This design comes from an exercise in tuning for small area, a short achievable clock period and few clock cycles per item on the open sky130 flow, not from production work. The RTL was checked by simulation tests, not by an equivalence proof against the original design. No activity file was given, so power comes from the tool's default toggle rates.

the previous run:
## JAM
module JAM (
    input CLK,
    input RST,
    output reg [2:0] W,
    output reg [2:0] J,
    input [6:0] Cost,
    output reg [3:0] MatchCount,
    output reg [9:0] MinCost,
    output reg Valid );
For scale: ~390 flip-flops, roughly 30 I/O pins.
export LEC_CHECK = 0
export CAP_MARGIN = 20
export CORE_MARGIN = 2
export CORE_UTILIZATION = 40
export SLEW_MARGIN = 20
create_clock -name core_clock -period 4.0 [get_ports {CLK}]
run.sh (not shown) runs the stock make flow with config.mk's settings and CLKGATE_MAP_FILE= SYNTH_SCRIPT=/design/flow/synth_recipe.tcl, a recipe that flattens the netlist after the stock synthesis.
Looking at the reports, the previous run completed the entire flow and the layout it produced met the timing, design-rule and antenna checks.
Testbench counts of the previous run, summed over its fixed seeds: cycles 4,571, tables 18.
Changes in the current run relative to the previous run:
-- flow/design.v --
<<< the previous run, line 46
reg [7:0]  s2_m;
reg [2:0]  s2_col;
reg [7:0]  rmin;
reg [7:0]  arow;
>>> the current run, line 46
reg [7:0]  s2_m;
reg [2:0]  s2_col;
reg [2:0]  s2_p;          
reg        s2_mt;         
reg [2:0]  j1_p;          
reg        j1_mt;         
reg [7:0]  rmin;
reg [7:0]  arow;
<<< the previous run, line 157
wire [7:0]  bestf = nlast ? nmv3 : best;
wire [2:0]  j1f   = nlast ? s2_col : j1;
reg  [7:0]  pru  [0:7];
reg  [7:0]  outd, ind;
>>> the current run, line 161
wire [7:0]  bestf = nlast ? nmv3 : best;
wire [2:0]  j1f   = nlast ? s2_col : j1;
wire [2:0]  j1pf  = nlast ? s2_p : j1_p;
wire        j1mtf = nlast ? s2_mt : j1_mt;
wire [2:0]  augv  = way[jj][3] ? row : p[way[jj][2:0]];
wire [2:0]  p_s1  = (aug && jj == s1_col) ? augv : p[s1_col];
wire [2:0]  p_s2  = (aug && jj == s2_col) ? augv : s2_p;
wire [2:0]  p_j1  = (aug && jj == j1) ? augv : j1_p;
reg  [7:0]  pru  [0:7];
reg  [7:0]  outd, ind;
<<< the previous run, line 222
    s2_m <= mv[s1_col];
    s2_col <= s1_col;
    if (s2_tag == T_SCAN) begin
      mv[s2_col] <= nmv3;
>>> the current run, line 232
    s2_m <= mv[s1_col];
    s2_col <= s1_col;
    s2_p <= p_s1;
    s2_mt <= mt[s1_col];
    j1_p <= p_j1;
    if (s2_tag == T_SCAN) begin
      mv[s2_col] <= nmv3;
<<< the previous run, line 228
        best <= nmv3;
        j1 <= s2_col;
      end
    end
>>> the current run, line 241
        best <= nmv3;
        j1 <= s2_col;
        j1_p <= p_s2;
        j1_mt <= s2_mt;
      end
    end
<<< the previous run, line 244
    if (aug) begin
      if (way[jj][3]) begin
        p[jj] <= row;
        row <= row + 3'd1;
        MinCost <= MinCost + {3'd0, dl};
        aug <= 1'b0;
      end else begin
        p[jj] <= p[way[jj][2:0]];
        jj <= way[jj][2:0];
      end
>>> the current run, line 259
    if (aug) begin
      if (way[jj][3]) begin
        p[jj] <= augv;
        row <= row + 3'd1;
        MinCost <= MinCost + {3'd0, dl};
        aug <= 1'b0;
      end else begin
        p[jj] <= augv;
        jj <= way[jj][2:0];
      end
<<< the previous run, line 275
              way[q] <= 4'd8;
          end
          if (mt[j1f]) begin
            used <= (fix ? 8'd0 : used) | (8'd1 << j1f);
            j0 <= {1'b0, j1f};
            W <= p[j1f];
            J <= j1f;
            cs <= S_A0;
>>> the current run, line 290
              way[q] <= 4'd8;
          end
          if (j1mtf) begin
            used <= (fix ? 8'd0 : used) | (8'd1 << j1f);
            j0 <= {1'b0, j1f};
            W <= j1pf;
            J <= j1f;
            cs <= S_A0;
In the current run, worst setup slack after layout is higher than in the previous run.
Delta (the current run minus the previous run): synthesized cell count went up 78; placed instance count picked up an extra 130.
Per the comparison of the current run with the previous run, reported net switching power went down; final area went up; area of the core went up; via count went up.
The current run ends up with higher global-route met3 utilization than the previous run does.
In the current run, fraction of final layout cells sized beyond drive strength 1 is lower than in the previous run.
Going from the previous run to the current run, routed wire length now larger; non-clock buffer count now larger.
Testbench counts of the current run, summed over its fixed seeds: cycles 4,571, tables 18.


== run 1 ==
The RTL this note starts from:
==> flow/design.v <==
module JAM (
    input CLK,
    input RST,
    output reg [2:0] W,
    output reg [2:0] J,
    input [6:0] Cost,
    output reg [3:0] MatchCount,
    output reg [9:0] MinCost,
    output reg Valid );
localparam [3:0] S_SCAN = 4'd0,   
                 S_WAIT = 4'd1,   
                 S_A0   = 4'd3,   
                 S_ADJ  = 4'd4,   
                 S_PRU  = 4'd5,   
                 S_DINI = 4'd6,   
                 S_DFS  = 4'd7,   
                 S_DONE = 4'd8;
localparam [1:0] T_NONE = 2'd0, T_SCAN = 2'd1, T_ADJ = 2'd2, T_A0 = 2'd3;
reg [3:0]  cs;
reg        fix;           
reg        wz;            
reg        adj_end;
reg        aug;           
reg [7:0]  wv   [0:7];    
reg [7:0]  mv   [0:7];    
reg [2:0]  way  [0:7];    
reg [2:0]  p    [0:7];    
reg [7:0]  mt;            
reg [7:0]  used;          
reg [2:0]  row;           
reg [3:0]  j0;            
reg [6:0]  dl;            
reg [9:0]  bneg;          
reg        spec_v;        
reg [2:0]  spec_c;
reg [7:0]  best;          
reg [2:0]  j1;            
reg [2:0]  jj;            
reg [1:0]  s1_tag;
reg [9:0]  s1_cb;         
reg [7:0]  s1_w;          
reg [7:0]  s1_corr;       
reg        s1_wb;
reg [2:0]  s1_col;
reg [1:0]  s2_tag;
reg [7:0]  s2_x;          
reg [7:0]  s2_m;
reg [2:0]  s2_col;
integer q;
function [3:0] next_free;
  input [7:0] u;
  input [3:0] from;
  integer n;
  begin
    next_free = 4'd8;
    for (n = 7; n >= 0; n = n - 1)
      if (!u[n] && n >= from) next_free = n;
  end
endfunction
function [2:0] lowest;
  input [7:0] m;
  integer n;
  begin
    lowest = 3'd0;
    for (n = 7; n >= 0; n = n - 1)
      if (m[n]) lowest = n;
  end
endfunction
function [3:0] nf_next;
  input [7:0] m;
  input [2:0] a;
  integer n;
  begin
    nf_next = 4'd8;
    for (n = 7; n >= 0; n = n - 1)
      if (m[n] && n > a) nf_next = n;
  end
endfunction
function [3:0] nf_prev;
  input [7:0] m;
  input [2:0] a;
  integer n;
  begin
    nf_prev = 4'd8;
    for (n = 0; n < 8; n = n + 1)
      if (m[n] && n < a) nf_prev = n;
  end
endfunction
function [9:0] add10c;
  input [9:0] a, b;
  input       cin;
  reg [9:0] p, g, pp, gg, p2, g2;
  integer i, d;
  begin
    p = a ^ b;
    g = a & b;
    g[0] = g[0] | (p[0] & cin);
    pp = p;
    gg = g;
    for (d = 1; d < 10; d = d * 2) begin
      p2 = pp;
      g2 = gg;
      for (i = 0; i < 10; i = i + 1)
        if (i >= d) begin
          g2[i] = gg[i] | (pp[i] & gg[i - d]);
          p2[i] = pp[i] & pp[i - d];
        end
      pp = p2;
      gg = g2;
    end
    add10c = p ^ {gg[8:0], cin};
  end
endfunction
function [9:0] add3c;
  input [9:0] a, b, c;
  input       cin1, cin2;
  begin
    add3c = add10c(a ^ b ^ c, {(a[8:0] & b[8:0]) | (a[8:0] & c[8:0]) | (b[8:0] & c[8:0]), cin1}, cin2);
  end
endfunction
function lt8;
  input [7:0] a, b;
  reg r, e;
  integer i;
  begin
    r = 1'b0;
    e = 1'b1;
    for (i = 7; i >= 0; i = i - 1) begin
      r = r | (e & ~a[i] & b[i]);
      e = e & ~(a[i] ^ b[i]);
    end
    lt8 = r;
  end
endfunction
wire [3:0]  nf_scan  = next_free(fix ? 8'd0 : used, {1'b0, J} + 4'd1);
wire [3:0]  nf_first = next_free(used, 4'd0);
wire [9:0]  corr10 = add10c({3'd0, dl}, {2'b11, ~mv[J]}, 1'b1);
wire [9:0]  bneg_a0 = add3c(10'd0, {2'b11, ~wv[J]}, {3'b111, ~Cost}, 1'b1, 1'b1);
wire [3:0]  nf_spec = next_free((fix ? 8'd0 : used) | (8'd1 << spec_c), 4'd0);
wire [9:0]  wnew10 = add10c({2'd0, s1_w}, {2'd0, s1_corr}, 1'b0);
wire [7:0]  wnew = wnew10[7:0];
wire [9:0]  x2   = add3c(s1_cb, {2'd0, s1_w}, {2'd0, s1_corr}, 1'b0, 1'b0);
wire [7:0]  xsat = s2_x[7] ? 8'hff : s2_x;
wire        xlt  = j0[3] | lt8(xsat, s2_m);
wire        xb   = lt8(xsat, best);
wire        mb   = lt8(s2_m, best);
wire        alt  = lt8(s2_x, best);
wire [7:0]  nmv3 = xlt ? xsat : s2_m;
wire        nbst = xlt ? xb : mb;
wire [7:0]  pbit = 8'd1 << p[s2_col];
wire        nlast = (s2_tag == T_SCAN) & nbst;
wire [7:0]  bestf = nlast ? nmv3 : best;
wire [2:0]  j1f   = nlast ? s2_col : j1;
reg  [7:0]  pru  [0:7];
reg  [7:0]  outd, ind;
reg         pchg;
integer a, b;
always @(*) begin
  for (a = 0; a < 8; a = a + 1) begin
    outd[a] = |(mv[a] & ~(8'd1 << a));
    ind[a] = 1'b0;
    for (b = 0; b < 8; b = b + 1)
      if (b != a) ind[a] = ind[a] | mv[b][a];
  end
  pchg = 1'b0;
  for (a = 0; a < 8; a = a + 1)
    for (b = 0; b < 8; b = b + 1) begin
      pru[a][b] = mv[a][b] & ((a == b) | (outd[b] & ind[a]));
      pchg = pchg | (mv[a][b] & ~pru[a][b]);
    end
end
wire [2:0]  dj      = lowest(best);
wire [7:0]  dused_d = used | (8'd1 << dj);
wire [3:0]  lnext   = nf_next(mt, j1);
wire [2:0]  nf_lo   = lowest(mt);
wire [3:0]  lprev   = nf_prev(mt, j1);
wire [2:0]  cprev   = way[lprev[2:0]];
wire [7:0]  dused_b = used & ~(8'd1 << cprev);
wire [7:0]  gtmask  = 8'hfe << cprev;
wire        ddesc   = !lnext[3] && best != 8'd0;
wire [2:0]  ridx    = (cs == S_DINI) ? nf_lo : ddesc ? lnext[2:0] : lprev[2:0];
wire [7:0]  rrow    = mv[ridx];
always @(posedge CLK) begin
  if (s1_tag != T_NONE && s1_wb) wv[s1_col] <= wnew;
end
always @(posedge CLK or posedge RST) begin
  if (RST) begin
    cs <= S_SCAN;
    W <= 3'd0;
    J <= 3'd0;
    row <= 3'd0;
    j0 <= 4'd8;
    used <= 8'd0;
    mt <= 8'd0;
    dl <= 7'd0;
    bneg <= 10'd0;
    spec_v <= 1'b0;
    best <= 8'hff;
    fix <= 1'b1;
    wz <= 1'b1;
    aug <= 1'b0;
    adj_end <= 1'b0;
    s1_tag <= T_NONE;
    s2_tag <= T_NONE;
    MinCost <= 10'd0;
    MatchCount <= 4'd0;
    Valid <= 1'b0;
  end else begin
    s1_tag <= T_NONE;
    s1_cb <= add3c({3'd0, Cost}, j0[3] ? 10'd0 : {3'd0, dl}, bneg, 1'b0, 1'b0);
    s1_w <= wz ? 8'd0 : wv[J];
    s1_corr <= (fix & used[J]) ? corr10[7:0] : 8'd0;
    s1_wb <= (fix & used[J]) | wz;
    s1_col <= J;
    s2_tag <= s1_tag;
    s2_x <= (|x2[9:8]) ? 8'hff : x2[7:0];
    s2_m <= mv[s1_col];
    s2_col <= s1_col;
    if (s2_tag == T_SCAN) begin
      mv[s2_col] <= nmv3;
      if (!j0[3] && xlt) way[s2_col] <= j0[2:0];
      if (nbst) begin
        best <= nmv3;
        j1 <= s2_col;
      end
    end
    if (s2_tag == T_ADJ) begin
      if (s2_col == 3'd0 || alt) begin
        best <= s2_x;
        mt <= pbit;
      end else if (s2_x == best)
        mt <= mt | pbit;
      if (s2_col == 3'd7) begin
        mv[row] <= alt ? pbit :
                   (s2_x == best) ? (mt | pbit) : mt;
        row <= row + 3'd1;
      end
    end
    if (aug) begin
      if (way[jj] == jj) begin
        p[jj] <= row;
        row <= row + 3'd1;
        MinCost <= MinCost + {3'd0, dl};
        aug <= 1'b0;
      end else begin
        p[jj] <= p[way[jj]];
        jj <= way[jj];
      end
    end
    case (cs)
      S_SCAN: begin
        s1_tag <= T_SCAN;
        if (nf_scan[3]) begin
          spec_v <= mt[j1f];
          spec_c <= j1f;
          if (mt[j1f]) begin
            W <= p[j1f];
            J <= j1f;
          end
          cs <= S_WAIT;
        end else
          J <= nf_scan[2:0];
      end
      S_WAIT: begin
        if (spec_v && s1_tag == T_SCAN) bneg <= bneg_a0;
        if (s1_tag == T_NONE && adj_end)
          cs <= S_PRU;
        else if (s1_tag == T_NONE) begin
          best <= 8'hff;
          dl <= bestf[6:0];
          fix <= 1'b0;
          wz <= 1'b0;
          if (j0[3]) begin
            for (q = 0; q < 8; q = q + 1)
              way[q] <= q;
          end
          if (mt[j1f]) begin
            used <= (fix ? 8'd0 : used) | (8'd1 << j1f);
            j0 <= {1'b0, j1f};
            if (spec_v && j1f == spec_c) begin
              J <= nf_spec[2:0];
              cs <= S_SCAN;
            end else begin
              W <= p[j1f];
              J <= j1f;
              cs <= S_A0;
            end
          end else begin
            if (fix) used <= 8'd0;
            mt[j1f] <= 1'b1;
            jj <= j1f;
            aug <= 1'b1;
            fix <= 1'b1;
            j0 <= 4'd8;
            bneg <= 10'd0;
            J <= 3'd0;
            if (row == 3'd7) begin
              W <= 3'd0;
              cs <= S_ADJ;
            end else begin
              W <= row + 3'd1;
              cs <= S_SCAN;
            end
          end
        end
      end
      S_A0: begin
        bneg <= bneg_a0;
        J <= nf_first[2:0];
        cs <= S_SCAN;
      end
      S_ADJ: if (!aug) begin
        s1_tag <= T_ADJ;
        J <= J + 3'd1;
        if (J == 3'd7) begin
          W <= W + 3'd1;
          fix <= 1'b0;
          if (W == 3'd7) begin
            adj_end <= 1'b1;
                    cs <= S_WAIT;
          end
        end
      end
      S_PRU: begin
        for (q = 0; q < 8; q = q + 1)
          mv[q] <= pru[q];
        mt <= outd;
        used <= ~outd;
        if (!pchg) begin
          MatchCount <= 4'd1;
          if (outd == 8'd0) begin
            Valid <= 1'b1;
            cs <= S_DONE;
          end else
            cs <= S_DINI;
        end
      end
      S_DINI: begin
        j1 <= nf_lo;
        best <= rrow & ~used;
        MatchCount <= 4'd0;
        cs <= S_DFS;
      end
      S_DFS: begin
        if (!lnext[3] && best != 8'd0) begin
          way[j1] <= dj;
          used <= dused_d;
          best <= rrow & ~dused_d;
          j1 <= lnext[2:0];
        end else begin
          if (lnext[3] && best != 8'd0) MatchCount <= MatchCount + 4'd1;
          if (lprev[3]) begin
            Valid <= 1'b1;
            cs <= S_DONE;
          end else begin
            used <= dused_b;
            best <= rrow & ~dused_b & gtmask;
            j1 <= lprev[2:0];
          end
        end
      end
      default: ;
    endcase
  end
end
endmodule
make LEC_CHECK=0 CAP_MARGIN=20 CORE_MARGIN=2 CORE_UTILIZATION=40 CTS_CLUSTER_DIAMETER=100 CTS_CLUSTER_SIZE=30 SLEW_MARGIN=20 finish   # period 4.0 ns
Testbench counts of run 1, summed over its fixed seeds: cycles 4,403, tables 18.
--- input diff run 1..run 2 ---
--- a/flow/design.v
+++ b/flow/design.v
@@ -31,7 +31,5 @@
 reg [3:0]  j0;            
 reg [6:0]  dl;            
-reg [9:0]  bneg;          
-reg        spec_v;        
-reg [2:0]  spec_c;
+reg [9:0]  base;          
 reg [7:0]  best;          
 reg [2:0]  j1;            
@@ -136,6 +134,5 @@
 wire [3:0]  nf_first = next_free(used, 4'd0);
 wire [9:0]  corr10 = add10c({3'd0, dl}, {2'b11, ~mv[J]}, 1'b1);
-wire [9:0]  bneg_a0 = add3c(10'd0, {2'b11, ~wv[J]}, {3'b111, ~Cost}, 1'b1, 1'b1);
-wire [3:0]  nf_spec = next_free((fix ? 8'd0 : used) | (8'd1 << spec_c), 4'd0);
+wire [9:0]  base_a0 = add3c({3'd0, dl}, {2'b11, ~wv[J]}, {3'b111, ~Cost}, 1'b1, 1'b1);
 wire [9:0]  wnew10 = add10c({2'd0, s1_w}, {2'd0, s1_corr}, 1'b0);
 wire [7:0]  wnew = wnew10[7:0];
@@ -194,6 +191,5 @@
     mt <= 8'd0;
     dl <= 7'd0;
-    bneg <= 10'd0;
-    spec_v <= 1'b0;
+    base <= 10'd0;
     best <= 8'hff;
     fix <= 1'b1;
@@ -208,5 +204,5 @@
   end else begin
     s1_tag <= T_NONE;
-    s1_cb <= add3c({3'd0, Cost}, j0[3] ? 10'd0 : {3'd0, dl}, bneg, 1'b0, 1'b0);
+    s1_cb <= add10c({3'd0, Cost}, base, 1'b0);
     s1_w <= wz ? 8'd0 : wv[J];
     s1_corr <= (fix & used[J]) ? corr10[7:0] : 8'd0;
@@ -252,16 +248,9 @@
         s1_tag <= T_SCAN;
         if (nf_scan[3]) begin
-          spec_v <= mt[j1f];
-          spec_c <= j1f;
-          if (mt[j1f]) begin
-            W <= p[j1f];
-            J <= j1f;
-          end
-          cs <= S_WAIT;
+                cs <= S_WAIT;
         end else
           J <= nf_scan[2:0];
       end
       S_WAIT: begin
-        if (spec_v && s1_tag == T_SCAN) bneg <= bneg_a0;
         if (s1_tag == T_NONE && adj_end)
           cs <= S_PRU;
@@ -278,12 +267,7 @@
             used <= (fix ? 8'd0 : used) | (8'd1 << j1f);
             j0 <= {1'b0, j1f};
-            if (spec_v && j1f == spec_c) begin
-              J <= nf_spec[2:0];
-              cs <= S_SCAN;
-            end else begin
-              W <= p[j1f];
-              J <= j1f;
-              cs <= S_A0;
-            end
+            W <= p[j1f];
+            J <= j1f;
+            cs <= S_A0;
           end else begin
             if (fix) used <= 8'd0;
@@ -293,5 +277,5 @@
             fix <= 1'b1;
             j0 <= 4'd8;
-            bneg <= 10'd0;
+            base <= 10'd0;
             J <= 3'd0;
             if (row == 3'd7) begin
@@ -306,5 +290,5 @@
       end
       S_A0: begin
-        bneg <= bneg_a0;
+        base <= base_a0;
         J <= nf_first[2:0];
         cs <= S_SCAN;
### Flow results
- Run 2 vs run 1 — distinct cell type count after synthesis dropped about 4%.
- Summary of run 2 over run 1: overall die height shrank by about 1.7%; total number of vias has decreased; data arrival time of the worst path fell 80 ps; final critical-path setup slack +37 ps.
- Compared to run 1, run 2 has proportion of synthesized chip area in sequential cells 0.87 points higher.
- [compare] base=run 1 new=run 2: post-route clock period utilization now sits lower; width of the chip now sits lower.
- Looking at wire length, run 2 sits 6.3% lower than run 1 does.
- Worst setup path endpoint = W[1]$_DFFE_PP0P_: run 2; worst setup path endpoint = mt[0]$_DFF_PP0_: run 1
- Run 2 ends up with a number of ordinary and repair buffers in the finished layout that is 42 lower than in run 1.
- Run comparison: run 2 highest routing layer actually used met5; run 1 highest routing layer actually used met4
- Run 1 has higher tap cell instance count than run 2.
- Cmp run 1 and run 2 / post-synthesis mux area share / higher: run 1
- Lower peak clock frequency supported by timing among run 1 and run 2: run 1
Testbench counts of run 2, summed over its fixed seeds: cycles 4,558, tables 18.

==> re-timing with driven ports <==
Ports are ideal in the flow. The routed layouts listed here were re-timed in OpenROAD. Step 1 sets driving cells, clkbuf_16 on the clock port and buf_2 on the other inputs (assumed; they add their load-dependent delay and slew). Step 2 also shifts input and output timing later by t, the mid clock arrival at the registers, as if the neighbouring blocks saw the same clock. Slacks: no drivers / after step 1 / after step 2; pairs: no drivers / after step 1.
run	shift t [ns]	setup WS [ns]	worst data-port slew with drivers (ns)
the previous run	0.648	0.140 / 0.140 / 0.131	0.03
the current run	0.641	0.207 / 0.207 / 0.166	0.06
run 1	0.631	0.146 / 0.146 / 0.146	0.04
run 2	0.640	0.184 / 0.184 / 0.184	0.03
After both steps setup and hold are still met in every run listed. The setup slack of the current run, which loses most, moves by 0.000 ns with the drivers and by -0.041 ns with both steps.
